Background: an optimization exercise with open tools, aiming at small area, a short achievable clock period and few clock cycles. Do not read the settings as production practice. At most, simulation tests tie the RTL to the original design; equivalence was not proved. For runs 2 to 5, only the layout was checked, not whether the RTL still works. Power figures rest on the tool's default switching activity, not on a simulated workload.

==> flow/design.v <==
`timescale 1ns/1ps
module single_port_ram
        #(parameter width = 10)(  
        input [width - 1 : 0] data,
        input [width - 1 : 0] addr,
        input [width - 1 : 0] rd_addr,
        input wr_en, re_en, clk,
        output [width - 1 : 0] q);
    reg [width - 1 : 0] ram[width - 1 : 0];
    reg [width - 1 : 0] addr_reg;
    integer i;
    always @ (posedge clk)
    begin
        if (wr_en)
            ram[addr] <= data;
    end
    assign q = (re_en) ? ram[rd_addr] : 0;
    function integer log2;
    input [31 : 0] value;
    begin
        value = value - 1;
        for (log2 = 0; value > 0; log2 = log2 + 1) begin
            value = value >> 1;
        end
    end
    endfunction 
endmodule
`timescale 1ns/1ps
module load_loc_mem_FSM_3
        #(parameter width = 10)(  
        input clk, rst,
        input start_in,
        input [width - 1 : 0] sizet,
        input [width - 1 : 0] in_fifo,
        output rd_in_fifo1,
        output done_out,
        output wr_en,
        output [width - 1 : 0] wr_addr,
        output [width - 1 : 0] fifo_out);
    localparam START = 2'b00, STATE0 = 2'b01, STATE1 = 2'b10, END = 2'b11;
    reg [1 : 0] state, next_state;
    reg [width - 1 : 0] temp_reg_one, next_temp_reg_one;
    reg [width - 1 : 0] counter, next_counter;
    always @(posedge clk)
    begin
        if (!rst)
        begin 
            state <= START;
            counter <= 0;
	        temp_reg_one <= 0;
        end
        else
        begin 
            state <= next_state;
            counter <= next_counter;
            temp_reg_one <= next_temp_reg_one;
        end
    end
    assign rd_in_fifo1 = (state == STATE0);
    assign wr_en = (state == STATE1);
    assign done_out = (state == END);
    assign wr_addr = counter;
    assign fifo_out = temp_reg_one;
    always @(*)
    begin 
        next_counter = counter;
        next_temp_reg_one = temp_reg_one;
        case (state)
        START:
	      begin 
            next_counter = 0;
            if (start_in)
                next_state = STATE0;
            else
                next_state = START;		    
        end
        STATE0:
        begin 
            next_temp_reg_one = in_fifo;
            next_state = STATE1;
        end
        STATE1:
        begin 
            next_counter = counter + 1;
            if (counter >= (sizet - 1))
                next_state = END;
            else
                next_state = STATE0;
        end
        END:
        begin 
            next_counter = 0;
            next_state = START;
        end
        endcase
    end
endmodule    
`timescale 1ns/1ps
module comp_mode_FSM_3
        #(parameter width = 10)(  
        input clk, rst,
        input start_in,
        input [width - 1 : 0] command_in, length_in, data_in,
        output done_out,
        output reg rd_en,
        output [width - 1 : 0] rd_addr,
        output reg [width - 1 : 0] acc);
    localparam START = 2'b00, STATE0 = 2'b01, STATE1 = 2'b10, END = 2'b11;
    reg [1 : 0] state, next_state;
    reg [width - 1 : 0] next_acc;
    reg [width - 1 : 0] counter, next_counter;
    always @(posedge clk)
    begin
        if (!rst)
        begin 
            state <= START;
            acc <= 0;
	        counter <= 0;
        end
        else
        begin 
            state <= next_state;
            acc <= next_acc;
	        counter <= next_counter;
        end
    end
    assign rd_addr = counter;
    assign done_out = (state == END);
    always @(*)
    begin
        next_acc = acc;
        case(state)
        START:
        begin
            next_counter = 0;
            rd_en = 0;
            if (start_in)
                next_state = STATE0;
            else
                next_state = START;         
        end
        STATE0:
        begin 
            next_counter = counter + 1;
            rd_en = 1;
            next_acc = data_in;
            if (length_in == 1)
                next_state = END;
            else
                next_state = STATE1;
        end
        STATE1:
        begin 
            next_counter = counter + 1;
            rd_en = 1;
            case(command_in)
            0:
            begin
                if (acc > data_in)
                    next_acc = data_in;
            end
            1:
            begin
                if (acc < data_in)
                    next_acc = data_in;
            end
            2:
            begin
               next_acc = acc + data_in;
            end
            endcase
            if (counter == (length_in - 1))
                next_state = END;
            else
                next_state = STATE1;
        end
        default:
        begin 
            next_counter = 0;
            rd_en = 0;
            next_state = START;
        end
        endcase
    end
endmodule    
`timescale 1ns/1ps
module firing_state_FSM2
        #(parameter width = 10)(
        input clk,rst,
        input [width - 1 : 0] data_in_fifo,
        input [width - 1 : 0] length_in_fifo, 
        input [width - 1 : 0] command_in_fifo,
        input start_in,
        input [1 : 0] next_mode_in,
        output rd_data_in_fifo,
        output rd_length_in_fifo,
        output rd_command_in_fifo,
        output [width - 1 : 0]length_out_again,
        output done_out,
        output wr_out_fifo1,
        output [width - 1 : 0] result_out 
        );
    localparam MODE_ONE = 2'b00, MODE_TWO = 2'b01, MODE_THREE = 2'b10;
    localparam STATE_START = 3'b000, STATE_MODE_ONE_START = 3'b001, 
	        STATE_MODE_ONE_WAIT = 3'b010, STATE_MODE_TWO_START = 3'b011,
	        STATE_MODE_TWO_WAIT = 3'b100, STATE_MODE_TWO_WAIT_COMPUTE = 3'b101,
            STATE_MODE_THREE = 3'b110,
            STATE_END = 3'b111;
    reg [2 : 0] state_module, next_state_module;
    wire begin_read_command, begin_read_length, begin_read_data, begin_compute;
    wire [width - 1 : 0] result;
    wire [width - 1 : 0] ram_out3;
    wire [width - 1 : 0] wr_addr_data, rd_addr;
    wire [width - 1 : 0] command_out, length_out, data_out;
    wire rd_en_data;
    wire wr_en_ram_data;
    wire read_from_command_done, read_from_length_done, read_from_data_done;
    wire done_compute;
    assign length_out_again = length_out;
    single_port_ram #(.width(width))
            RAM3(data_out, wr_addr_data, rd_addr, wr_en_ram_data, rd_en_data, clk, 
            ram_out3);
    load_loc_mem_FSM_3 #(.width(width))
            loc_mem_command(clk, rst, begin_read_command, 10'd1, command_in_fifo,
            rd_command_in_fifo, read_from_command_done, 
            , , command_out);
    load_loc_mem_FSM_3 #(.width(width))
            loc_mem_length(clk, rst, begin_read_length, 10'd1, length_in_fifo,
            rd_length_in_fifo, read_from_length_done, 
            , , length_out);
    load_loc_mem_FSM_3 #(.width(width))
            loc_mem_data(clk, rst, begin_read_data, length_out, data_in_fifo,
            rd_data_in_fifo, read_from_data_done, 
            wr_en_ram_data, wr_addr_data, data_out);
    comp_mode_FSM_3 #(.width(width)) accumulator(clk, rst, 
            begin_compute, command_out, length_out, ram_out3, 
            done_compute, 
            rd_en_data, rd_addr, result);
    assign begin_read_command = (state_module == STATE_MODE_ONE_START);
    assign begin_read_length = (state_module == STATE_MODE_ONE_START);
    assign begin_read_data = (state_module == STATE_MODE_TWO_START);
    assign begin_compute = (state_module == STATE_MODE_TWO_WAIT) && 
            read_from_data_done;
    assign wr_out_fifo1 = (state_module == STATE_MODE_THREE);
    assign done_out = (state_module == STATE_END);
    assign result_out = result;
    always @(posedge clk)
    begin 
        if(!rst)
        begin
            state_module <= STATE_START;
        end
        else
        begin 
            state_module <= next_state_module;
        end
    end
    always @(*)
    begin 
        case (state_module)
        STATE_START:
        begin
            if (start_in)
                if(next_mode_in == MODE_ONE)
                    next_state_module = STATE_MODE_ONE_START;
                else if (next_mode_in == MODE_TWO)
                    next_state_module = STATE_MODE_TWO_START;
                else if (next_mode_in == MODE_THREE)
                    next_state_module = STATE_MODE_THREE;
                else
                    next_state_module = STATE_START;    
            else
                next_state_module = STATE_START;
        end
        STATE_MODE_ONE_START:
        begin 
            next_state_module = STATE_MODE_ONE_WAIT;
        end
        STATE_MODE_ONE_WAIT:
        begin
            if (read_from_command_done && read_from_length_done)
            begin
                next_state_module = STATE_END;
            end
            else 
            begin
                next_state_module = STATE_MODE_ONE_WAIT;
            end
        end
        STATE_MODE_TWO_START:
        begin
            next_state_module = STATE_MODE_TWO_WAIT;
        end
        STATE_MODE_TWO_WAIT:
        begin
            if (read_from_data_done)
            begin
                next_state_module = STATE_MODE_TWO_WAIT_COMPUTE;
            end
            else 
            begin
                next_state_module = STATE_MODE_TWO_WAIT;
            end
        end
        STATE_MODE_TWO_WAIT_COMPUTE:
        begin
            if(done_compute)
            begin
                next_state_module = STATE_END;
            end
            else 
            begin
                next_state_module = STATE_MODE_TWO_WAIT_COMPUTE;
            end
        end
        STATE_MODE_THREE:
        begin 
            next_state_module = STATE_END;
        end
        STATE_END:
        begin 
            next_state_module = STATE_START;
        end
        default:
        begin 
            next_state_module = STATE_START;
        end
        endcase
    end
 endmodule
`timescale 1ns/1ps
module stream_comp_invoke_top_module_FSM_1
        #(parameter width = 10)(    
        input clk,rst,
        input [width - 1 : 0] data_in_fifo,
        input [width - 1 : 0] length_in_fifo, 
        input [width - 1 : 0] command_in_fifo, 
        input invoke,
        input [1 : 0] next_mode_in,
        output rd_data_in_fifo,
        output rd_length_in_fifo,
        output rd_command_in_fifo,
        output [width - 1 : 0] length,
        output FC,
        output wr_out_fifo1,
        output [width - 1 : 0] result_out);
    localparam STATE_IDLE = 2'b00, STATE_FIRING_START = 2'b01, 
            STATE_FIRING_WAIT = 2'b10;
    localparam MODE_ONE = 2'b00, MODE_TWO = 2'b01, MODE_THREE = 2'b10;
    reg [1 : 0] state_module, next_state_module;
    wire start_in_child;
    wire done_out_child;
    assign FC = done_out_child;
    firing_state_FSM2 #(.width(width)) 
            FSM2(clk, rst, 
            data_in_fifo, length_in_fifo, command_in_fifo, 
            start_in_child, next_mode_in, 
            rd_data_in_fifo, rd_length_in_fifo, rd_command_in_fifo,
            length,
            done_out_child, wr_out_fifo1, result_out);
    assign start_in_child = (state_module == STATE_FIRING_START);
    always @(posedge clk) 
    begin 
        if (!rst)
        begin 
            state_module <= STATE_IDLE;
        end
        else
        begin 
            state_module <= next_state_module;
        end
    end
    always @(state_module, invoke, done_out_child) 
    begin 
        case (state_module)
        STATE_IDLE:
        begin
            if (invoke)
            begin
                next_state_module <= STATE_FIRING_START;
            end    
            else
            begin
                next_state_module <= STATE_IDLE;
            end
        end
        STATE_FIRING_START:
        begin 
            next_state_module <= STATE_FIRING_WAIT;
        end
        STATE_FIRING_WAIT:
        begin
            if (done_out_child) 
                next_state_module <= STATE_IDLE;
            else
                next_state_module <= STATE_FIRING_WAIT;
        end
        default:
        begin
            next_state_module <= STATE_IDLE;
        end
        endcase
    end
endmodule    
==> flow/run.sh <==
#!/bin/bash
# synth_recipe.tcl (not shown) runs the flow's synth.tcl, then flattens the netlist and writes it again
# the make line also repeats each setting of config.mk as NAME=value (left out here)
make -C /OpenROAD-flow-scripts/flow DESIGN_CONFIG=/design/flow/config.mk WORK_HOME=/design/flow/orfs CLKGATE_MAP_FILE= SYNTH_SCRIPT=/design/flow/synth_recipe.tcl finish
==> flow/config.mk <==
export PLATFORM = sky130hd
export DESIGN_NAME = stream_comp_invoke_top_module_FSM_1
export DESIGN_NICKNAME = stream_comp_invoke_top_module_FSM_1
export VERILOG_FILES = /design/flow/design.v
export SDC_FILE = /design/flow/constraint.sdc
export NUM_CORES = 4
export LEC_CHECK = 0
export CAP_MARGIN = 20
export CORE_MARGIN = 2
export CORE_UTILIZATION = 40
export SLEW_MARGIN = 20
==> flow/constraint.sdc <==
create_clock -name core_clock -period 5.0 [get_ports {clk}]
set_input_delay 1.0000 -clock core_clock [delete_from_list [all_inputs] [get_ports {clk}]]
set_output_delay 1.0000 -clock core_clock [all_outputs]
set_load 0.01 [all_outputs]
==> flow_metrics.env, run 1 <==
export IMPL_hold_slack_ns=0.4403
export IMPL_synth_top_area_share_pct=35.91
export IMPL_rsz0062_at_grt="false"
export IMPL_num_vias=5262
export IMPL_crit_slowest_cell="dfxtp_2"
export IMPL_yosys_area_top_type="edfxtp_1"
export IMPL_relSlewSlack_pct=29.64
export IMPL_io_buffers=59
export IMPL_drt_iter0_drc=351
export IMPL_postCtsResizedCells=0
export IMPL_synth_xor_area_share_pct=4.294
export IMPL_synth_common_cells="100 x edfxtp_1, 73 x dfxtp_1, 62 x ha_1"
export IMPL_vias_per_cell=5.149
export IMPL_ir_drop_mv=0.2434
export IMPL_drive_gt1_share_pct=10.11
export IMPL_cp_endpoint="FSM2.accumulator.acc[9]"
export IMPL_ff2ff_path_depth=13
export IMPL_synthFlopType="edfxtp_1"
export IMPL_cap_viol_max_count=0
export IMPL_setup_viol=0
export IMPL_area_growth_pct=17.91
export IMPL_start_util_pct=41.07
export IMPL_status="timing/DRC/antenna clean"
export IMPL_synth_distinct_cells=56
export IMPL_critPathMaxStageDelay_ns=0.78
export IMPL_gp_congestion=0.8369
export IMPL_core_um2=20360
export IMPL_synthMuxAreaShare_pct=10.80
export IMPL_r2r_setup_slack_ns=1.18
export IMPL_synth_compound_area_share_pct=7.196
export IMPL_cts_root_buf="clkbuf_16"
export IMPL_yosys_top_cells_area="edfxtp_1 36%, dfxtp_1 17%, ha_1 9.3%, mux4_2 5.7%, mux2i_1 5.1%"
export IMPL_hold_violations=0
export IMPL_grt_first_pass_wirelength_mm=28.83
export IMPL_syn_avg_cell_area_um2=12.26
export IMPL_r2r_end="FSM2.accumulator.acc[9]"
export IMPL_grt_max_degree=33
export IMPL_path_cells="buf_12 -> mux4_2 -> o22ai_1 -> a21oi_1 -> nand2_1 -> ha_1 -> nand4_1 -> nor3_1 -> a211o_1 -> o2111a_1 -> a211o_4 -> o311ai_0 -> a21boi_1"
export IMPL_clk_path_buf_depth=2
export IMPL_std_cell_rows=52
export IMPL_drc_errors=0
export IMPL_final_core_util_pct=48.42
export IMPL_critPathLaunchType="register"
export IMPL_worstSkewPairLatency_ns=0.43
export IMPL_worstPathRequired_ns=5.30
export IMPL_grt_total_usage_pct=17.05
export IMPL_critPathCaptureType="register"
export IMPL_synth_edff_count=100
export IMPL_postCtsSetupRepairBufs=0
export IMPL_wl_per_cell_um=17.45
export IMPL_ys_ff_latch=173
export IMPL_synth_fa_ha_area_share_pct=9.515
export IMPL_path_max_fanout=20
export IMPL_wl_mm=17.83
export IMPL_ioPinCount=60
export IMPL_holdBufCountCts=0
export IMPL_ys_warn_count=5
export IMPL_place_detailed_hpwl_mm=12.53
export IMPL_die_x_um=148.6
export IMPL_firstDrtPassIters=4
export IMPL_synth_simple_area_share_pct=11.52
export IMPL_synthArstFlopShare_pct=0
export IMPL_fp_dieArea_um2=22080
export IMPL_syn_area_um2=8363
export IMPL_fin_setup_tns_ns=0
export IMPL_critPathKind="reg2reg"
export IMPL_leakage_uw=0.003444
export IMPL_clock_skew_ns=0.01261
export IMPL_htreeDepth=4
export IMPL_n_antenna_cell=0
export IMPL_numClockSinks=173
export IMPL_power_density_nw_per_um2=292.6
export IMPL_synth_most_common_cell="edfxtp_1"
export IMPL_fp_dieH_um=148.6
export IMPL_r2r_start="FSM2.accumulator.counter[0]"
export IMPL_nets=837
export IMPL_synthCells=682
export IMPL_clkTransAtPathRegs_ns=0.07
export IMPL_period_minus_slack_ns=3.816
export IMPL_hold_class="reg2reg"
export IMPL_grt_overflow=0
export IMPL_tightest_slew_ns=1.052
export IMPL_setup_worst_path_start="FSM2.accumulator.counter[0]"
export IMPL_cts_tree="done"
export IMPL_antenna_found_initial=0
export IMPL_fmax_mhz=262.1
export IMPL_ys_seq_area_share_pct=53.38
export IMPL_synth_top_family_by_area="simple AND/OR/NAND/NOR gates"
export IMPL_drv_slew=0
export IMPL_cp_data_arrival_time_ns=4.12
export IMPL_ant_nets=0
export IMPL_min_period_over_period_pct=76.32
export IMPL_grt_pass1_vias=5328
export IMPL_cts_made_buffers=17
==> through the flow <==
stage	instances	power (uW)	instance area [um2]	worst slack, ns
floorplan	682	1572	8363	1.692
global placement	989	1610	9248	1.239
detailed placement	990	1613	9271	1.168
CTS	1022	2915	9854	1.165
global route	1022	2984	9861	0.9078
finish	1022	2886	9861	1.184
==> power breakdown <==
part / internal, uW / switching (uW)
Sequential: 1490 / 6.86
Clock: 708 / 597
Combinational: 47.5 / 32.6
Total: 2250 / 637
==> layout by cell type, fill, tap and decap left out, types with 3 or more instances in the layout <==
master / synthesis / final
inv_6: 0 / 3
nor3_1: 13 / 9
dfxtp_1: 73 / 72
nor2b_1: 39 / 39
mux4_2: 21 / 21
nand3_1: 17 / 17
xor2_1: 17 / 17
ha_1: 62 / 62
or4_1: 5 / 5
o21ai_0: 10 / 10
edfxtp_1: 100 / 100
buf_4: 2 / 8
mux2i_1: 43 / 43
inv_1: 36 / 36
nand2_1: 31 / 31
a21o_1: 6 / 6
nor2_1: 43 / 43
inv_8: 0 / 4
o211a_1: 4 / 4
a211oi_1: 4 / 4
and3_1: 7 / 7
clkbuf_16: 0 / 17
o211ai_1: 4 / 4
nor3b_1: 4 / 4
a21boi_0: 4 / 4
nor3_2: 3 / 4
xnor2_1: 24 / 24
clkdlybuf4s50_1: 0 / 58
nand4_1: 4 / 4
nand2b_1: 7 / 7
a221oi_1: 3 / 3
o22ai_1: 12 / 12
a21oi_1: 27 / 27
nor3_4: 0 / 3
==> critical path: cells and delay by family (launching register included) <==
family | cells | cell delay, ns
adder cells (fa/ha/maj) | 1 | 0.30
buffers and inverters | 1 | 0.25
multiplexers | 1 | 0.52
flip-flops | 1 | 0.78
AO/OA/AOI/OAI | 7 | 1.40
AND/OR/NAND/NOR | 3 | 0.41
==> kinds of logic after synthesis <==
| family | after synthesis |
|---|---|
| buffers and inverters | 67 |
| multiplexers | 64 |
| flip-flops | 173 |
| AO/OA/AOI/OAI | 90 |
| XOR/XNOR | 41 |
| adder cells (fa/ha/maj) | 63 |
| AND/OR/NAND/NOR | 184 |
==> per-layer routing <==
| layer | global-route usage (%) | part of all wire [%] | up-vias |
|---|---|---|---|
| met4 | 4.143 | 0.77 | 0 |
| met1 | 22.74 | 46 | 2586 |
| li1 | - | - | 2568 |
| met5 | 0 | 0 | - |
| met3 | 3.374 | 3.4 | 16 |
| met2 | 28.75 | 50 | 92 |
==> registers in the layout (all words and copies together), names as in the netlist <==
name,cells
FSM2.state_module,3
FSM2.loc_mem_length.state,2
FSM2.RAM3.ram,100
FSM2.loc_mem_length.temp_reg_one,10
FSM2.loc_mem_command.state,2
FSM2.accumulator.counter,10
FSM2.accumulator.state,2
FSM2.loc_mem_data.state,2
FSM2.loc_mem_data.temp_reg_one,10
FSM2.loc_mem_command.temp_reg_one,10
FSM2.accumulator.acc,10
state_module,2
FSM2.loc_mem_data.counter,10
==> cell type report <==
class	count	area (um2)
Timing Repair Buffer	69	676.9
Clock inverter	14	153.9
Clock buffer	18	429.2
Sequential cell	173	4466
Tap cell	270	337.8
Fill cell	1805	10500
Multi-Input combinational cell	442	3662
Inverter	36	135.1
==> worst min path at each step <==
stage | start | cells after the start | slack (ns) | to
after global routing | state_module[0] | 1 | 0.47 | state_module[0]
after CTS | state_module[0] | 1 | 0.44 | state_module[0]
after floorplan | state_module[0] | 1 | 0.41 | state_module[0]
final | state_module[0] | 1 | 0.44 | state_module[0]
after detailed placement | state_module[0] | 1 | 0.43 | state_module[0]
after global placement | state_module[0] | 1 | 0.42 | state_module[0]
Testbench counts, summed over its fixed seeds: cycles 80,259.
==> inputs of run 2 (changes only) <==
==> flow/design.v (replaced) <==
`timescale 1ns/1ps
module stream_comp_invoke_top_module_FSM_1
        #(parameter width = 10)(
        input clk, rst,
        input [width - 1 : 0] data_in_fifo,
        input [width - 1 : 0] length_in_fifo,
        input [width - 1 : 0] command_in_fifo,
        input invoke,
        input [1 : 0] next_mode_in,
        output rd_data_in_fifo,
        output rd_length_in_fifo,
        output rd_command_in_fifo,
        output [width - 1 : 0] length,
        output FC,
        output wr_out_fifo1,
        output [width - 1 : 0] result_out);
    reg [3 : 0] len_q;
    reg len1_q;               
    reg mm_q;                 
    reg mx_q;                 
    reg sm_q;                 
    reg busy;                 
    reg last_q;               
    reg [3 : 0] rem;          
    reg [width - 1 : 0] acc;
    wire inv1 = invoke & ~next_mode_in[0] & ~next_mode_in[1];
    wire inv2 = invoke & next_mode_in[0];
    wire inv3 = invoke & next_mode_in[1];
    assign rd_command_in_fifo = inv1;
    assign rd_length_in_fifo = inv1;
    assign rd_data_in_fifo = inv2 | busy;
    assign wr_out_fifo1 = inv3;
    assign FC = (invoke & (~next_mode_in[0] | len1_q)) | last_q;
    assign result_out = acc;
    assign length = {{(width - 4){1'b0}}, inv1 ? length_in_fifo[3 : 0] : len_q};
    always @(posedge clk)
    begin
        if (inv1)
        begin
            len_q <= length_in_fifo[3 : 0];
            len1_q <= (length_in_fifo[3 : 0] == 4'd1);
            mm_q <= (command_in_fifo[width - 1 : 1] == 0);
            mx_q <= (command_in_fifo[0]);
            sm_q <= (command_in_fifo == 2);
        end
    end
    always @(posedge clk)
    begin
        if (!rst)
        begin
            busy <= 1'b0;
            last_q <= 1'b0;
        end
        else if (inv2)
        begin
            busy <= ~len1_q;
            last_q <= (len_q == 4'd2);
        end
        else if (busy)
        begin
            busy <= ~last_q;
            last_q <= (rem == 4'd2);
        end
    end
    always @(posedge clk)
    begin
        if (inv2)
            rem <= len_q - 4'd1;
        else if (busy)
            rem <= rem - 4'd1;
    end
    wire [width - 1 : 0] opb = sm_q ? acc : ~acc;
    wire [width : 0] s = {1'b0, data_in_fifo} + {1'b0, opb} + {{width{1'b0}}, ~sm_q};
    wire ge = s[width];
    wire take_d = inv2 | (mm_q & (ge ~^ mx_q));
    always @(posedge clk)
    begin
        if (!rst)
            acc <= 0;
        else if (inv2 | busy)
        begin
            if (take_d)
                acc <= data_in_fifo;
            else if (sm_q)
                acc <= s[width - 1 : 0];
        end
    end
endmodule
--- a/flow/config.mk
+++ b/flow/config.mk
@@ -8,4 +8,5 @@
 export CAP_MARGIN = 20
 export CORE_MARGIN = 2
 export CORE_UTILIZATION = 40
+export SETUP_SLACK_MARGIN = 2.5
 export SLEW_MARGIN = 20
==> run 2 against run 1 <==
Against the previous run: still clean on timing, DRC and antenna; final cell count shrank 67%; hold slack improved by 0.039 ns; combinational power increased to 4.7 times the previous value; via count is 66% lower; cell area fell by 70%; clock skew shrank 0.0072 ns; utilization rose by 19 points; largest cell class is now multi-input combinational cells; largest power group is now combinational logic; highest routed layer unchanged.
==> flow_metrics.env, run 2 <==
export IMPL_layout_commonest_cell="clkdlybuf4s50_1"
export IMPL_cp_endpoint="length[0]"
export IMPL_fp_dieH_um=71.35
export IMPL_holdPathStages=2
export IMPL_top_regs="acc x10, len_q x4, rem x4"
export IMPL_n_antenna_cell=0
export IMPL_ys_ff_latch=24
export IMPL_grt_first_pass_wirelength_mm=8.418
export IMPL_nets=329
export IMPL_synthFlopType="dfxtp_1"
export IMPL_grt_max_degree=15
export IMPL_post_place_ws_ns=0.9888
export IMPL_clock_skew_ns=0.005421
export IMPL_cts_made_buffers=3
export IMPL_antenna_found_initial=0
export IMPL_fp_dieArea_um2=5090
export IMPL_path_max_fanout=3
export IMPL_fin_area_um2=2925
export IMPL_ys_seq_area_share_pct=30.90
export IMPL_syn_area_um2=1814
export IMPL_drv_slew=0
export IMPL_status="timing/DRC/antenna clean"
export IMPL_syn_avg_cell_area_um2=8.764
export IMPL_wl_mm=5.223
export IMPL_r2r_start="sm_q"
export IMPL_rsz0062_at_grt="true"
export IMPL_hold_violations=0
export IMPL_numClockSinks=24
export IMPL_top_register="acc"
export IMPL_ioPinCount=60
export IMPL_vias_per_cell=5.378
export IMPL_grt_overflow=0
export IMPL_ys_warn_count=1
export IMPL_clkTransAtPathRegs_ns=0.09
export IMPL_drive_gt1_share_pct=33.81
export IMPL_die_x_um=71.35
export IMPL_std_cell_rows=24
export IMPL_r2r_setup_slack_ns=2.30
export IMPL_cp_data_arrival_time_ns=1.95
export IMPL_critPathCaptureType="output port"
export IMPL_yosys_area_top_type="dfxtp_1"
export IMPL_final_cell_mix="25 x clkdlybuf4s50_1, 22 x buf_4, 16 x dfxtp_1"
export IMPL_htreeDepth=1
export IMPL_core_um2=4354
export IMPL_ant_nets=0
export IMPL_period_minus_slack_ns=2.950
export IMPL_largest_reg_flops=10
export IMPL_io_buffers=47
export IMPL_wl_per_cell_um=15.68
export IMPL_critPathLaunchType="input pin"
export IMPL_critPathKind="in2out"
export IMPL_clk_path_buf_depth=2
export IMPL_min_period_over_period_pct=59.01
export IMPL_worstPathRequired_ns=4.00
export IMPL_area_growth_pct=61.24
export IMPL_setup_viol=0
export IMPL_cts_root_buf="clkbuf_8"
export IMPL_placed_area_um2=2308
export IMPL_fin_ws_ns=2.050
export IMPL_start_util_pct=41.67
export IMPL_r2r_end="acc[2]"
export IMPL_cts_tree="done"
export IMPL_place_detailed_hpwl_mm=3.185
export IMPL_leakage_uw=0.001231
export IMPL_nFillCells=368
export IMPL_holdBufCountCts=0
export IMPL_synth_top_area_share_pct=17.66
export IMPL_grt_total_usage_pct=20.81
export IMPL_hold_class="reg2reg"
export IMPL_yosys_top_cells_area="dfxtp_1 18%, edfxtp_1 13%, ha_1 7.6%, o21ai_0 5.2%, mux2i_1 5.0%"
export IMPL_setup_worst_path_start="next_mode_in[1]"
export IMPL_grt_pass1_vias=1748
export IMPL_num_vias=1791
export IMPL_synth_most_common_cell="o21ai_0"
export IMPL_gp_congestion=0.7312
export IMPL_synth_edff_count=8
export IMPL_drc_errors=0
export IMPL_synthCells=207
export IMPL_power_density_nw_per_um2=271.4
export IMPL_worstSkewPairLatency_ns=0.27
export IMPL_synth_common_cells="19 x o21ai_0, 16 x dfxtp_1, 12 x a21oi_1, 12 x inv_1, 11 x ha_1"
export IMPL_fin_setup_tns_ns=0
export IMPL_fmax_mhz=338.9
export IMPL_tightest_slew_ns=0.5949
export IMPL_drt_iter0_drc=86
export IMPL_ir_drop_mv=0.1260
export IMPL_ff2ff_path_depth=9
export IMPL_relSlewSlack_pct=60.22
export IMPL_cap_viol_max_count=0
export IMPL_firstDrtPassIters=4
export IMPL_synth_distinct_cells=50
export IMPL_synthArstFlopShare_pct=0
[run 2: where the power goes]
part	switching, uW	leakage, uW	internal, uW	total [uW]
Clock	67.8	0.0000357	107	175
Sequential	17.3	0.000202	224	241
Combinational	173	0.000993	205	378
Total	258	0.00123	536	794
[run 2: layout make-up]
type | count | area (um2) | share of cell area [%]
Tap cell | 52 | 65.06 | 2.224
Multi-Input combinational cell | 163 | 1433 | 48.97
Timing Repair Buffer | 78 | 748.2 | 25.58
Inverter | 12 | 47.55 | 1.625
Clock buffer | 3 | 41.29 | 1.411
Sequential cell | 24 | 560.5 | 19.16
Clock inverter | 1 | 30.03 | 1.027
[run 2: worst max-delay path, stage by stage]
cell and delay (ns):
buf_6 0.10, nor3b_4 0.26, buf_4 0.17, mux2_4 0.30
buf_6 0.12
[run 2: worst min path at each step]
stage | startpoint | end | slack [ns]
CTS | last_q | last_q | 0.48
floorplan | last_q | last_q | 0.43
global placement | last_q | last_q | 0.44
global route | last_q | last_q | 0.50
finish | last_q | last_q | 0.48
detailed placement | last_q | last_q | 0.47
[run 2: repair_timing]
action / in CTS / in global routing
setup endpoints to repair: 22 / 17
pin swaps: 23 / 11
resized for setup: 109 / 34
gates cloned: 2 / 0
setup buffers: 25 / 5
[run 2: kinds of logic after synthesis]
group | Yosys count | synth area share [%]
and+or+nand+nor | 60 | 18.83
AOI/OAI and AO/OA | 58 | 19.72
buffers and inverters | 26 | 7.931
DFF | 24 | 30.90
xor gates and xnor gates | 13 | 6.276
muxes | 13 | 7.448
adders and majority gates | 12 | 8.690
other | 1 | 0.2067
[run 2: layer usage]
metal / part of all wire [%] / wire length [um] / vias to the layer above / GRT usage (%)
li1: - / - / 890 / -
met1: 48 / 2514 / 846 / 29.54
met2: 47 / 2429 / 51 / 32.82
met3: 4.3 / 225 / 4 / 3.094
met4: 1.0 / 54 / 0 / 6.289
met5: 0 / 0 / - / 0
[run 2: metrics by stage]
stage	util [%]	std cells	total power (uW)	hold WS (ns)
2_1_floorplan	-	212	426.6	0.4319
5_1_grt	67.18	333	842.9	0.4967
3_5_place_dp	53.02	297	509.5	0.4715
6_report	67.18	333	793.8	0.4795
4_1_cts	64.31	328	775.3	0.4836
3_3_place_gp	53.02	297	508.6	0.4411
==> inputs of run 3 (changes only) <==
--- a/flow/config.mk
+++ b/flow/config.mk
@@ -8,5 +8,5 @@
 export CAP_MARGIN = 20
 export CORE_MARGIN = 2
 export CORE_UTILIZATION = 40
-export SETUP_SLACK_MARGIN = 2.5
+export SETUP_SLACK_MARGIN = 3.0
 export SLEW_MARGIN = 20
==> run 3 against run 2 <==
Against the previous run: power is 2.0% higher; count of clock-buffer cells in the layout unchanged; non-clock buffer count rose by 3; combinational power grew 3%; worst setup slack better by 0.065 ns; fmax is 2.2% higher; sequential power about the same; final cell count grew 1.2%; synthesized cell count stayed put; highest routed layer unchanged.
==> flow_metrics.env, run 3 <==
export IMPL_status="timing/DRC/antenna clean"
export IMPL_clock_skew_ns=0.002856
export IMPL_firstDrtPassIters=4
export IMPL_cap_viol_max_count=0
export IMPL_place_detailed_hpwl_mm=3.153
export IMPL_path_max_fanout=5
export IMPL_ys_ff_latch=24
export IMPL_period_minus_slack_ns=2.885
export IMPL_synth_distinct_cells=50
export IMPL_clk_path_buf_depth=2
export IMPL_ioPinCount=60
export IMPL_power_density_nw_per_um2=262.3
export IMPL_r2r_start="sm_q"
export IMPL_nFillCells=360
export IMPL_final_cell_mix="26 x buf_4, 15 x clkdlybuf4s50_1, 14 x dfxtp_1, 14 x buf_6, 11 x dlygate4sd2_1"
export IMPL_leakage_uw=0.001316
export IMPL_core_um2=4354
export IMPL_tightest_slew_ns=0.5822
export IMPL_std_cell_rows=24
export IMPL_wl_per_cell_um=15.75
export IMPL_syn_area_um2=1814
export IMPL_htreeDepth=1
export IMPL_hold_violations=0
export IMPL_drv_slew=0
export IMPL_synth_xor_area_share_pct=6.276
export IMPL_fmax_mhz=346.6
export IMPL_hold_class="reg2reg"
export IMPL_ys_seq_area_share_pct=30.90
export IMPL_num_vias=1795
export IMPL_r2r_end="acc[0]"
export IMPL_ff2ff_path_depth=10
export IMPL_antenna_found_initial=0
export IMPL_setup_viol=0
export IMPL_relSlewSlack_pct=61.06
export IMPL_synth_most_common_cell="o21ai_0"
export IMPL_holdBufCountCts=0
export IMPL_largest_reg_flops=10
export IMPL_drc_errors=0
export IMPL_syn_avg_cell_area_um2=8.764
export IMPL_vias_per_cell=5.326
export IMPL_yosys_area_top_type="dfxtp_1"
export IMPL_critPathKind="in2out"
export IMPL_top_regs="acc x10, len_q x4, rem x4"
export IMPL_synth_common_cells="19 x o21ai_0, 16 x dfxtp_1, 12 x a21oi_1, 12 x inv_1, 11 x ha_1"
export IMPL_fp_dieArea_um2=5090
export IMPL_n_antenna_cell=0
export IMPL_hold_end="last_q"
export IMPL_fin_ws_ns=2.115
export IMPL_grt_pass1_vias=1722
export IMPL_ir_drop_mv=0.1289
export IMPL_layout_commonest_cell="buf_4"
export IMPL_rsz0062_at_grt="true"
export IMPL_critPathCaptureType="output port"
export IMPL_fin_setup_tns_ns=0
export IMPL_wl_mm=5.308
export IMPL_synthMuxAreaShare_pct=7.448
export IMPL_synthArstFlopShare_pct=0
export IMPL_yosys_top_cells_area="dfxtp_1 18%, edfxtp_1 13%, ha_1 7.6%, o21ai_0 5.2%, mux2i_1 5.0%"
export IMPL_numClockSinks=24
export IMPL_gp_congestion=0.7438
export IMPL_synth_compound_area_share_pct=19.72
export IMPL_synth_top_area_share_pct=17.66
export IMPL_cts_made_buffers=3
export IMPL_clkTransAtPathRegs_ns=0.09
export IMPL_io_buffers=47
export IMPL_holdPathStages=2
export IMPL_fp_dieH_um=71.35
export IMPL_area_growth_pct=70.21
export IMPL_ant_nets=0
export IMPL_grt_max_degree=15
export IMPL_ys_warn_count=1
export IMPL_worstPathRequired_ns=4.00
export IMPL_nets=333
export IMPL_hp_start="last_q"
export IMPL_die_x_um=71.35
export IMPL_cp_data_arrival_time_ns=1.89
export IMPL_drt_iter0_drc=57
export IMPL_worstSkewPairLatency_ns=0.27
export IMPL_start_util_pct=41.67
export IMPL_synth_fa_ha_area_share_pct=8.690
export IMPL_grt_first_pass_wirelength_mm=8.231
export IMPL_synth_top_family_by_area="compound AO/OA/AOI/OAI gates"
export IMPL_top_register="acc"
export IMPL_synth_edff_count=8
export IMPL_synthCells=207
export IMPL_min_period_over_period_pct=57.71
export IMPL_post_place_ws_ns=1.070
export IMPL_grt_total_usage_pct=20.41
export IMPL_cts_root_buf="clkbuf_8"
export IMPL_r2r_setup_slack_ns=2.40
export IMPL_synthFlopType="dfxtp_1"
export IMPL_cts_tree="done"
export IMPL_synth_simple_area_share_pct=18.83
export IMPL_critPathLaunchType="input pin"
export IMPL_grt_overflow=0
export IMPL_drive_gt1_share_pct=37.54
-- run 3: cell types whose count changed in the layout (fill, tap and decap cells not counted), sizes merged --
cell	delta
dlygate4sd2	+8
dlymetal6s2s	+2
buf	+4
nand3	+1
clkdlybuf4s50	-10
clkdlybuf4s15	-1
-- run 3: layout make-up --
cell class	instances	area [um2]	share of cell area, %
Multi-Input combinational cell	164	1531	49.59
Timing Repair Buffer	81	802.0	25.97
Sequential cell	24	563.0	18.23
Tap cell	52	65.06	2.107
Inverter	12	55.05	1.783
Clock buffer	3	41.29	1.337
Clock inverter	1	30.03	0.9724
-- run 3: critical path, cell delays in order --
cell and delay [ns]:
buf_8 0.10, nor3b_4 0.19, buf_6 0.15, mux2_4 0.31
buf_6 0.13
-- run 3: metrics by stage --
step	hold slack [ns]	utilization, %	cells	power, uW	instance area [um2]
after floorplan	0.4319	-	212	430.0	1902
after global placement	0.4415	53.88	298	512.1	2346
after detailed placement	0.4451	53.88	298	513.1	2346
after CTS	0.4588	65.55	325	765.5	2854
after global routing	0.4669	70.92	337	854.0	3088
final	0.4555	70.92	337	810.0	3088
-- run 3: report_power, final --
part	total (uW)	internal [uW]	switching [uW]
registers	244	224	19.4
clock network	176	107	68.4
logic	391	210	181
total	810	541	269
-- run 3: how the worst max path moves through the flow --
| stage | cells after the start | to | from | slack, ns |
|---|---|---|---|---|
| 2_1_floorplan | 11 | acc[0] | data_in_fifo[0] | 2.10 |
| 3_3_place_gp | 4 | length[1] | next_mode_in[0] | 1.08 |
| 3_5_place_dp | 4 | length[1] | next_mode_in[0] | 1.07 |
| 4_1_cts | 5 | length[1] | next_mode_in[1] | 2.13 |
| 5_1_grt | 5 | length[1] | next_mode_in[1] | 2.10 |
| 6_report | 5 | length[1] | next_mode_in[1] | 2.11 |
-- run 3: cell families after synthesis --
group                    after synthesis
AND/OR/NAND/NOR                       60
AO/OA/AOI/OAI                         58
buffers and inverters                 26
flip-flops                            24
XOR/XNOR                              13
multiplexers                          13
adder cells (fa/ha/maj)               12
other                                  1
-- run 3: repair_timing --
item | CTS | global route
pin swaps | 21 | 19
setup endpoints to repair | 47 | 21
setup buffers | 21 | 12
resized for setup | 137 | 33
cloned | 2 | 0
-- run 3: routing by layer --
layer	part of all wire, %	GRT usage, %
met1	45	27.62
met5	0	0
met4	0.51	3.145
met2	49	34.05
met3	4.8	4.641
==> inputs of run 4 (changes only) <==
--- a/flow/design.v
+++ b/flow/design.v
@@ -23,6 +23,7 @@
     reg last_q;               
     reg [3 : 0] rem;          
     reg [width - 1 : 0] acc;
+    reg valid_q;              
     wire inv1 = invoke & ~next_mode_in[0] & ~next_mode_in[1];
     wire inv2 = invoke & next_mode_in[0];
     wire inv3 = invoke & next_mode_in[1];
@@ -31,7 +32,7 @@
     assign rd_data_in_fifo = inv2 | busy;
     assign wr_out_fifo1 = inv3;
     assign FC = (invoke & (~next_mode_in[0] | len1_q)) | last_q;
-    assign result_out = acc;
+    assign result_out = acc & {width{valid_q}};
     assign length = {{(width - 4){1'b0}}, inv1 ? length_in_fifo[3 : 0] : len_q};
     always @(posedge clk)
     begin
@@ -76,8 +77,13 @@
     always @(posedge clk)
     begin
         if (!rst)
-            acc <= 0;
-        else if (inv2 | busy)
+            valid_q <= 1'b0;
+        else if (inv2)
+            valid_q <= 1'b1;
+    end
+    always @(posedge clk)
+    begin
+        if (inv2 | busy)
         begin
             if (take_d)
                 acc <= data_in_fifo;
--- a/flow/config.mk
+++ b/flow/config.mk
@@ -8,5 +8,5 @@
 export CAP_MARGIN = 20
 export CORE_MARGIN = 2
 export CORE_UTILIZATION = 40
-export SETUP_SLACK_MARGIN = 3.0
+export SETUP_SLACK_MARGIN = 2.5
 export SLEW_MARGIN = 20
==> run 4 against run 3 <==
Against the previous run: still clean on timing, DRC and antenna; die area up 3.3%; clock power down 27%; worst setup slack worse by 0.12 ns; via count down 6.6%; global-route usage down 2.2 points; synthesized cell count down 13%; hold slack better by 0.079 ns; area after synthesis up 3.4%; flip-flop and latch count up 1.
==> flow_metrics.env, run 4 <==
export IMPL_critPathLaunchType="input pin"
export IMPL_hold_violations=0
export IMPL_synth_top_family_by_area="simple AND/OR/NAND/NOR gates"
export IMPL_path_max_fanout=4
export IMPL_start_util_pct=42.23
export IMPL_holdBufCountCts=0
export IMPL_synthCells=181
export IMPL_r2r_setup_slack_ns=2.04
export IMPL_area_growth_pct=57.93
export IMPL_synthArstFlopShare_pct=0
export IMPL_wl_mm=4.913
export IMPL_fmax_mhz=332.6
export IMPL_ioPinCount=60
export IMPL_relSlewSlack_pct=45.14
export IMPL_die_x_um=72.50
export IMPL_grt_overflow=0
export IMPL_grt_first_pass_wirelength_mm=7.500
export IMPL_final_cell_mix="25 x clkdlybuf4s50_1, 22 x buf_4, 18 x edfxtp_1"
export IMPL_fin_area_um2=2964
export IMPL_cts_made_buffers=3
export IMPL_worstPathRequired_ns=5.03
export IMPL_cap_viol_max_count=0
export IMPL_drive_gt1_share_pct=35.41
export IMPL_status="timing/DRC/antenna clean"
export IMPL_yosys_top_cells_area="edfxtp_1 29%, dfxtp_1 7.5%, ha_1 7.3%, xnor2_1 6.1%, mux2_4 5.6%"
export IMPL_synth_distinct_cells=49
export IMPL_worstSkewPairLatency_ns=0.27
export IMPL_synth_edff_count=18
export IMPL_final_core_util_pct=66.69
export IMPL_r2r_start="sm_q"
export IMPL_ir_drop_mv=0.1415
export IMPL_clkTransAtPathRegs_ns=0.10
export IMPL_ys_warn_count=1
export IMPL_top_regs="acc x10, len_q x4, rem x4"
export IMPL_drc_errors=0
export IMPL_synth_common_cells="18 x edfxtp_1, 13 x and2_1, 13 x xnor2_1"
export IMPL_power_density_nw_per_um2=282.5
export IMPL_hp_start="last_q"
export IMPL_p_total_uw=837.4
export IMPL_cts_root_buf="clkbuf_8"
export IMPL_synth_fa_ha_area_share_pct=8.400
export IMPL_ys_seq_area_share_pct=36.27
export IMPL_critPathKind="in2reg"
export IMPL_ff2ff_path_depth=9
export IMPL_num_vias=1677
export IMPL_clk_path_buf_depth=2
export IMPL_n_antenna_cell=0
export IMPL_firstDrtPassIters=4
export IMPL_tightest_slew_ns=0.8160
export IMPL_clock_skew_ns=0.003128
export IMPL_cts_tree="done"
export IMPL_core_um2=4444
export IMPL_place_detailed_hpwl_mm=3.176
export IMPL_ys_ff_latch=25
export IMPL_nFillCells=337
export IMPL_drt_iter0_drc=91
export IMPL_fp_dieH_um=72.50
export IMPL_syn_avg_cell_area_um2=10.37
export IMPL_synth_top_area_share_pct=28.80
export IMPL_leakage_uw=0.001215
export IMPL_wl_per_cell_um=15.90
export IMPL_fp_dieArea_um2=5256
export IMPL_vias_per_cell=5.427
export IMPL_synth_compound_area_share_pct=11.40
export IMPL_min_period_over_period_pct=60.14
export IMPL_top_register="acc"
export IMPL_htreeDepth=1
export IMPL_placed_area_um2=2396
export IMPL_critPathCaptureType="register"
export IMPL_synthFlopType="edfxtp_1"
export IMPL_synthMuxAreaShare_pct=10.67
export IMPL_syn_area_um2=1877
export IMPL_grt_pass1_vias=1606
export IMPL_synth_most_common_cell="edfxtp_1"
export IMPL_io_buffers=47
export IMPL_synth_simple_area_share_pct=19.53
export IMPL_rsz0062_at_grt="true"
export IMPL_cp_data_arrival_time_ns=3.04
export IMPL_antenna_found_initial=0
export IMPL_layout_commonest_cell="clkdlybuf4s50_1"
export IMPL_hold_slack_ns=0.5344
export IMPL_yosys_area_top_type="edfxtp_1"
export IMPL_fin_setup_tns_ns=0
export IMPL_synth_xor_area_share_pct=7.933
export IMPL_r2r_end="acc[6]"
export IMPL_period_minus_slack_ns=3.007
export IMPL_ant_nets=0
export IMPL_grt_total_usage_pct=18.17
export IMPL_grt_max_degree=16
export IMPL_std_cell_rows=24
export IMPL_gp_congestion=0.8595
export IMPL_largest_reg_flops=10
export IMPL_setup_viol=0
export IMPL_nets=305
export IMPL_drv_slew=0
export IMPL_holdPathStages=2
export IMPL_hold_end="last_q"
export IMPL_numClockSinks=25
export IMPL_hold_class="reg2reg"
-- run 4: metal layers --
layer | vias to the layer above | track usage (%) | routed length, um
met2 | 63 | 33.64 | 2479
met5 | - | 0 | 0
met4 | 0 | 2.675 | 46
met3 | 6 | 2.222 | 296
met1 | 804 | 23.07 | 2091
li1 | 804 | - | -
-- run 4: kinds of logic after synthesis --
| logic type | count (synthesis) |
|---|---|
| xor+xnor | 17 |
| other cells | 1 |
| simple gates | 65 |
| flops | 25 |
| fa+ha+maj | 12 |
| buf+inv | 18 |
| compound gates | 27 |
| mux | 16 |
-- run 4: cell type report --
cell class | count | area, um2 | area share, %
flip-flops and latches | 25 | 681.9 | 23.01
clock inverters | 1 | 6.256 | 0.2111
repair buffers | 80 | 790.8 | 26.68
well taps | 52 | 65.06 | 2.195
clock buffers | 3 | 41.29 | 1.393
inverters | 4 | 15.01 | 0.5065
multi-input cells | 144 | 1364 | 46.01
-- run 4: worst max path at each step --
stage	start	to	slack, ns	depth (start not counted)
floorplan	data_in_fifo[0]	acc[1]	1.96	9
global placement	data_in_fifo[0]	acc[7]	1.04	9
detailed placement	invoke	length[0]	1.01	4
CTS	data_in_fifo[0]	acc[7]	1.90	9
global route	data_in_fifo[0]	acc[7]	1.93	9
finish	data_in_fifo[0]	acc[6]	1.99	10
-- run 4: worst max-delay path: stages --
cell and delay [ns]:
buf_8 0.10, nor2b_4 0.11, nor2_2 0.05, fa_2 0.37, a21oi_4 0.18, o2bb2ai_4 0.09, a21o_1 0.21, buf_4 0.15
or4_4 0.47, mux2_4 0.32
-- run 4: power by group --
| group | switching (uW) | internal (uW) | total, uW |
|---|---|---|---|
| combinational | 190 | 247 | 436 |
| sequential | 16.2 | 256 | 272 |
| clock | 72.2 | 57.1 | 129 |
-- run 4: timing repair --
item | CTS | global route
endpoints found under the setup margin | 43 | 27
pin swaps | 15 | 13
gates cloned | 1 | 1
resized for setup | 100 | 24
setup buffers | 23 | 9
-- run 4: per-stage QoR --
step,setup slack (ns),std cells
6_report,1.993,309
5_1_grt,1.935,309
4_1_cts,1.900,299
3_5_place_dp,1.010,271
3_3_place_gp,1.037,271
2_1_floorplan,1.963,186
==> inputs of run 5 (changes only) <==
--- a/flow/design.v
+++ b/flow/design.v
@@ -70,10 +70,7 @@
         else if (busy)
             rem <= rem - 4'd1;
     end
-    wire [width - 1 : 0] opb = sm_q ? acc : ~acc;
-    wire [width : 0] s = {1'b0, data_in_fifo} + {1'b0, opb} + {{width{1'b0}}, ~sm_q};
-    wire ge = s[width];
-    wire take_d = inv2 | (mm_q & (ge ~^ mx_q));
+    wire take_d = inv2 | (mm_q & ((data_in_fifo < acc) ^ mx_q));
     always @(posedge clk)
     begin
         if (!rst)
@@ -88,7 +85,7 @@
             if (take_d)
                 acc <= data_in_fifo;
             else if (sm_q)
-                acc <= s[width - 1 : 0];
+                acc <= acc + data_in_fifo;
         end
     end
 endmodule
==> run 5 against run 4 <==
Against the previous run: area after synthesis grew 1.7%; still clean; global-route usage shrank 0.58 points; power shrank 14%; sequential share of layout area grew 0.88 points; critical path type is now in2out; synthesized cell count grew 2.2%; combinational power shrank 26%.
==> flow_metrics.env, run 5 <==
export IMPL_status="timing/DRC/antenna clean"
export IMPL_std_cell_rows=25
export IMPL_clk_path_buf_depth=2
export IMPL_synth_most_common_cell="ha_1"
export IMPL_critPathLaunchType="input pin"
export IMPL_synth_edff_count=18
export IMPL_grt_first_pass_wirelength_mm=7.203
export IMPL_drt_iter0_drc=51
export IMPL_post_place_ws_ns=1.028
export IMPL_final_cell_mix="25 x clkdlybuf4s50_1, 18 x edfxtp_1, 17 x inv_1"
export IMPL_synthArstFlopShare_pct=0
export IMPL_grt_total_usage_pct=17.59
export IMPL_antenna_found_initial=0
export IMPL_hold_class="reg2reg"
export IMPL_critPathCaptureType="output port"
export IMPL_worstPathRequired_ns=4.00
export IMPL_period_minus_slack_ns=2.917
export IMPL_cap_viol_max_count=0
export IMPL_fp_dieArea_um2=5342
export IMPL_grt_pass1_vias=1552
export IMPL_drc_errors=0
export IMPL_largest_reg_flops=10
export IMPL_clkTransAtPathRegs_ns=0.10
export IMPL_fin_ws_ns=2.083
export IMPL_start_util_pct=40.97
export IMPL_cts_made_buffers=3
export IMPL_leakage_uw=0.001216
export IMPL_cts_tree="done"
export IMPL_num_vias=1542
export IMPL_cts_root_buf="clkbuf_8"
export IMPL_place_detailed_hpwl_mm=3.256
export IMPL_firstDrtPassIters=4
export IMPL_power_density_nw_per_um2=251.2
export IMPL_cp_data_arrival_time_ns=1.92
export IMPL_ys_seq_area_share_pct=35.65
export IMPL_yosys_top_cells_area="edfxtp_1 28%, ha_1 14%, dfxtp_1 7.3%, mux2_4 6.3%, and2_1 4.6%"
export IMPL_drv_slew=0
export IMPL_synthCells=185
export IMPL_multi_input_area_um2=1363
export IMPL_setup_viol=0
export IMPL_core_um2=4661
export IMPL_numClockSinks=25
export IMPL_grt_overflow=0
export IMPL_ys_ff_latch=25
export IMPL_ioPinCount=60
export IMPL_ys_warn_count=1
export IMPL_synth_common_cells="21 x ha_1, 18 x edfxtp_1, 18 x inv_1"
export IMPL_n_antenna_cell=0
export IMPL_synthFlopType="edfxtp_1"
export IMPL_fp_dieH_um=73.09
export IMPL_wl_mm=4.528
export IMPL_htreeDepth=1
export IMPL_syn_area_um2=1909
export IMPL_clock_skew_ns=0.006327
export IMPL_area_growth_pct=50.07
export IMPL_fin_setup_tns_ns=0
export IMPL_top_register="acc"
export IMPL_gp_congestion=0.8101
export IMPL_nFillCells=387
export IMPL_syn_avg_cell_area_um2=10.32
export IMPL_seq_area_um2=684.4
export IMPL_yosys_area_top_type="edfxtp_1"
export IMPL_nets=312
export IMPL_layout_commonest_cell="clkdlybuf4s50_1"
export IMPL_vias_per_cell=5.006
export IMPL_path_max_fanout=8
export IMPL_ir_drop_mv=0.1596
export IMPL_top_regs="acc x10, len_q x4, rem x4"
export IMPL_placed_area_um2=2567
export IMPL_wl_per_cell_um=14.70
export IMPL_worstSkewPairLatency_ns=0.28
export IMPL_fmax_mhz=342.8
export IMPL_min_period_over_period_pct=58.34
export IMPL_critPathKind="in2out"
export IMPL_synth_top_area_share_pct=28.31
export IMPL_fin_area_um2=2865
export IMPL_ant_nets=0
export IMPL_final_core_util_pct=61.48
export IMPL_rsz0062_at_grt="true"
export IMPL_drive_gt1_share_pct=35.04
export IMPL_die_x_um=73.09
export IMPL_synth_distinct_cells=45
export IMPL_io_buffers=47
export IMPL_grt_max_degree=16
export IMPL_hold_violations=0
[run 5: changes by cell type in the layout (fill, tap and decap cells not counted), sizes merged, moves of 3 or more]
cell / delta
dlymetal6s2s: -3
xnor2: -6
nand2: -4
buf: -4
o41ai: -3
inv: +13
o2111ai: +3
o21ai: +6
mux2: +3
ha: +10
[run 5: where the power goes]
part / total [uW] / switching [uW] / internal, uW
clock network: 132 / 74.9 / 56.8
logic: 323 / 138 / 185
registers: 265 / 13.9 / 252
total: 720 / 226 / 493
[run 5: final cells by class]
| type | count | share of cell area, % |
|---|---|---|
| sequential | 25 | 23.89 |
| inverter | 18 | 2.358 |
| timing repair buffer | 68 | 22.14 |
| clock inverter | 1 | 0.2620 |
| multi-input combinational | 139 | 47.55 |
| clock buffer | 3 | 1.441 |
| tap | 54 | 2.358 |
[run 5: worst paths after layout]
| kind | from | endpoint | slack [ns] | depth (start not counted) |
|---|---|---|---|---|
| setup / recovery | next_mode_in[1] | length[1] | 2.08 | 5 |
| hold / removal | len_q[1] | len_q[1] | 0.53 | 1 |
| setup reg to reg | acc[3] | acc[8] | 2.62 | 9 |
| hold reg to reg | len_q[1] | len_q[1] | 0.53 | 1 |
[run 5: repair_timing]
item,CTS,global route
setup endpoints to repair,39,33
cloned,1,0
gates resized for setup,116,11
hold buffers,0,0
setup buffers,19,2
pin swaps,17,7
[run 5: kinds of logic after synthesis]
family / synth area share (%)
simple gates: 16.78
buf+inv: 7.077
compound gates: 8.913
flops: 35.65
fa+ha+maj: 14.81
mux: 12.45
xor+xnor: 4.129
other cells: 0.1964
[run 5: routing by layer]
| layer | track usage [%] | wire (um) | vias to the layer above |
|---|---|---|---|
| met5 | 0 | 0 | - |
| met4 | 6.996 | 60 | 0 |
| met3 | 2.624 | 146 | 8 |
| met2 | 30.43 | 2330 | 32 |
| met1 | 21.80 | 1991 | 729 |
| li1 | - | - | 773 |
[run 5: through the flow]
step / total power [uW] / cells / hold slack, ns
final: 719.8 / 308 / 0.5261
after global routing: 760.3 / 308 / 0.5430
after CTS: 720.0 / 306 / 0.5308
after detailed placement: 545.1 / 282 / 0.4943
after global placement: 538.6 / 282 / 0.4985
after floorplan: 458.0 / 190 / 0.4386
[run 5: critical path, stage by stage]
cell and delay, ns:
buf_6 0.10, nor3b_4 0.23, buf_12 0.16, mux2_4 0.31
buf_6 0.12
==> inputs of run 6 (changes only) <==
--- a/flow/design.v
+++ b/flow/design.v
@@ -23,7 +23,6 @@
     reg last_q;               
     reg [3 : 0] rem;          
     reg [width - 1 : 0] acc;
-    reg valid_q;              
     wire inv1 = invoke & ~next_mode_in[0] & ~next_mode_in[1];
     wire inv2 = invoke & next_mode_in[0];
     wire inv3 = invoke & next_mode_in[1];
@@ -32,7 +31,7 @@
     assign rd_data_in_fifo = inv2 | busy;
     assign wr_out_fifo1 = inv3;
     assign FC = (invoke & (~next_mode_in[0] | len1_q)) | last_q;
-    assign result_out = acc & {width{valid_q}};
+    assign result_out = acc;
     assign length = {{(width - 4){1'b0}}, inv1 ? length_in_fifo[3 : 0] : len_q};
     always @(posedge clk)
     begin
@@ -74,13 +73,8 @@
     always @(posedge clk)
     begin
         if (!rst)
-            valid_q <= 1'b0;
-        else if (inv2)
-            valid_q <= 1'b1;
-    end
-    always @(posedge clk)
-    begin
-        if (inv2 | busy)
+            acc <= 0;
+        else if (inv2 | busy)
         begin
             if (take_d)
                 acc <= data_in_fifo;
--- a/flow/config.mk
+++ b/flow/config.mk
@@ -8,5 +8,4 @@
 export CAP_MARGIN = 20
 export CORE_MARGIN = 2
 export CORE_UTILIZATION = 40
-export SETUP_SLACK_MARGIN = 2.5
 export SLEW_MARGIN = 20
==> run 6 against run 5 <==
Against the previous run: via count grew 11%; clock skew down 0.0020 ns; still clean on timing, DRC and antenna; sequential power decreased by about 10%; largest cell class unchanged; critical endpoint is now length[3].
==> flow_metrics.env, run 6 <==
export IMPL_hold_slack_ns=0.5026
export IMPL_synthArstFlopShare_pct=0
export IMPL_gp_congestion=0.8493
export IMPL_r2r_start="acc[5]"
export IMPL_hp_start="last_q"
export IMPL_critPathKind="in2out"
export IMPL_holdPathStages=2
export IMPL_clkTransAtPathRegs_ns=0.10
export IMPL_die_x_um=73.97
export IMPL_fin_setup_tns_ns=0
export IMPL_hold_class="reg2reg"
export IMPL_ys_seq_area_share_pct=28.63
export IMPL_place_detailed_hpwl_mm=3.599
export IMPL_std_cell_rows=25
export IMPL_rsz0062_at_grt="false"
export IMPL_leakage_uw=0.001008
export IMPL_synthCells=219
export IMPL_cts_made_buffers=3
export IMPL_synthFlopType="dfxtp_1"
export IMPL_cp_data_arrival_time_ns=3.07
export IMPL_cp_common_cell="clkdlybuf4s50_1"
export IMPL_grt_first_pass_wirelength_mm=7.452
export IMPL_final_cell_mix="47 x clkdlybuf4s50_1, 21 x nand2_1, 21 x ha_1"
export IMPL_cts_root_buf="clkbuf_8"
export IMPL_core_um2=4723
export IMPL_drt_iter0_drc=94
export IMPL_critPathMaxStageDelay_ns=0.53
export IMPL_nFillCells=470
export IMPL_fin_area_um2=2540
export IMPL_holdBufCountCts=0
export IMPL_ff2ff_path_depth=8
export IMPL_crit_slowest_cell="clkdlybuf4s50_1"
export IMPL_postCtsSetupRepairBufs=0
export IMPL_hold_end="last_q"
export IMPL_num_vias=1717
export IMPL_htreeDepth=1
export IMPL_postCtsResizedCells=0
export IMPL_fp_dieArea_um2=5471
export IMPL_ys_warn_count=1
export IMPL_syn_avg_cell_area_um2=8.941
export IMPL_firstDrtPassIters=4
export IMPL_critPathLaunchType="input pin"
export IMPL_ir_drop_mv=0.1399
export IMPL_top_regs="acc x10, len_q x4, rem x4"
export IMPL_layout_commonest_cell="clkdlybuf4s50_1"
export IMPL_yosys_area_top_type="dfxtp_1"
export IMPL_io_buffers=47
export IMPL_worstSkewPairLatency_ns=0.28
export IMPL_critPathCaptureType="output port"
export IMPL_worstPathRequired_ns=4.00
export IMPL_fmax_mhz=245.4
export IMPL_power_density_nw_per_um2=264.1
export IMPL_grt_overflow=0
export IMPL_start_util_pct=41.46
export IMPL_relSlewSlack_pct=40.05
export IMPL_min_period_over_period_pct=81.49
export IMPL_clk_path_buf_depth=2
export IMPL_grt_pass1_vias=1556
export IMPL_setup_viol=0
export IMPL_drv_slew=0
export IMPL_period_minus_slack_ns=4.075
export IMPL_hold_violations=0
export IMPL_top_register="acc"
export IMPL_numClockSinks=24
export IMPL_wl_mm=4.612
export IMPL_vias_per_cell=5.172
export IMPL_antenna_found_initial=0
export IMPL_synth_top_area_share_pct=16.36
export IMPL_synth_distinct_cells=57
export IMPL_ant_nets=0
export IMPL_nets=323
export IMPL_n_antenna_cell=0
export IMPL_status="timing/DRC/antenna clean"
export IMPL_largest_reg_flops=10
export IMPL_wl_per_cell_um=13.89
export IMPL_r2r_setup_slack_ns=2.35
export IMPL_path_cells="clkdlybuf4s50_1 -> nor3b_1 -> buf_4 -> mux2_2 -> clkdlybuf4s50_1"
export IMPL_drive_gt1_share_pct=7.925
export IMPL_synth_edff_count=8
export IMPL_cap_viol_max_count=0
export IMPL_drc_errors=0
export IMPL_syn_area_um2=1958
export IMPL_tightest_slew_ns=0.8877
export IMPL_yosys_top_cells_area="dfxtp_1 16%, ha_1 13%, edfxtp_1 12%, mux2i_1 4.1%, nand2_1 4.0%"
export IMPL_clock_skew_ns=0.004287
export IMPL_r2r_end="acc[8]"
export IMPL_grt_max_degree=15
export IMPL_fp_dieH_um=73.97
export IMPL_area_growth_pct=29.71
export IMPL_grt_total_usage_pct=17.57
export IMPL_ys_ff_latch=24
export IMPL_placed_area_um2=2469
export IMPL_synth_common_cells="21 x ha_1, 21 x nand2_1, 19 x inv_1"
export IMPL_final_core_util_pct=53.77
export IMPL_ioPinCount=60
export IMPL_cts_tree="done"
export IMPL_p_total_uw=670.9
export IMPL_path_max_fanout=7
## run 6: changes by cell type after synthesis, sizes merged, moves of 4 or more
cell    previous run  this run
mux2              14         6
o22ai              0         4
nand2              7        21
edfxtp            18         8
and2              14         4
dfxtp              7        16
o41ai              0         5
## run 6: final cells by class
cell class                 instances  area (um2)  area share (%)
clock buffer                       3       41.29           1.626
clock inverter                     1       30.03           1.182
inverter                          19       71.32           2.808
multi-input combinational        168        1260           49.61
sequential                        24       560.5           22.07
tap                               67       83.83           3.300
timing repair buffer              50       493.0           19.41
## run 6: layer usage
| layer | track usage (%) | vias up | share of wire, % |
|---|---|---|---|
| met3 | 2.168 | 2 | 5.0 |
| li1 | - | 875 | - |
| met5 | 0 | - | 0 |
| met2 | 25.60 | 57 | 42 |
| met4 | 4.242 | 0 | 0.61 |
| met1 | 27.46 | 783 | 52 |
## run 6: worst max-delay path by stage
stage / startpoint / end / slack, ns / cells after the start
global placement: invoke / length[2] / 0.91 / 5
global route: invoke / length[3] / 0.76 / 5
floorplan: next_mode_in[0] / length[0] / 1.60 / 2
CTS: invoke / length[3] / 0.91 / 5
detailed placement: invoke / length[3] / 0.92 / 5
finish: invoke / length[3] / 0.93 / 5
## run 6: through the flow
step                      cells  setup slack [ns]
after CTS                   332            0.9084
after global placement      328            0.9120
after floorplan             224             1.601
after detailed placement    328            0.9236
after global routing        332            0.7611
final                       332            0.9255
## run 6: cells by family after synthesis
| group | synth area share, % |
|---|---|
| AO/OA/AOI/OAI | 17.38 |
| multiplexers | 7.540 |
| buffers and inverters | 8.306 |
| AND/OR/NAND/NOR | 20.38 |
| flip-flops | 28.63 |
| adder cells (fa/ha/maj) | 14.44 |
| other | 0.1915 |
| XOR/XNOR | 3.131 |
## run 6: critical path: cells and delay by family
kind / cells / cell delay (ns)
simple gates: 1 / 0.46
buf+inv: 3 / 1.27
mux: 1 / 0.35
## run 6: where the power goes
part	switching (uW)	leakage (uW)	total (uW)	internal, uW
combinational	124	0.000771	251	128
sequential	15.1	0.000202	238	223
clock	74.0	0.0000357	181	107
total	213	0.00101	671	458
Testbench counts of run 6, summed over its fixed seeds: cycles 17,953.

-- port drivers added, routing unchanged --
In the flow no input, the clock included, has a driving cell. The finished layouts below were timed again as built, in two steps.
Step 1, drivers: a clkbuf_16 drives clk and a buf_2 each remaining input, both assumed.
Step 2 adds t to the input delays and takes it off the output delays; t is the mean of the earliest and latest rising clock arrival at the registers after step 1. Input paths then give back, and output paths get back, about the clock's delay inside the block.
Slacks: no drivers / after step 1 / after step 2; pairs: no drivers / after step 1.
run	t, ns	setup WS [ns]	worst setup path after step 2	worst data-port slew with drivers (ns)
run 1	0.470	1.184 / 1.184 / 1.184	register to register	0.04
run 2	0.296	2.050 / 2.009 / 1.890	input to register	0.05
run 3	0.296	2.115 / 2.071 / 1.931	input to register	0.07
run 4	0.297	1.993 / 1.974 / 1.677	input to register	0.06
run 5	0.304	2.083 / 2.037 / 2.027	input to register	0.05
run 6	0.300	0.925 / 0.900 / 0.900	input to output	0.04
After both steps setup and hold are still met in every run listed. For run 4, which loses most, drivers alone change the setup slack by -0.019 ns; drivers and shift together by -0.316 ns.
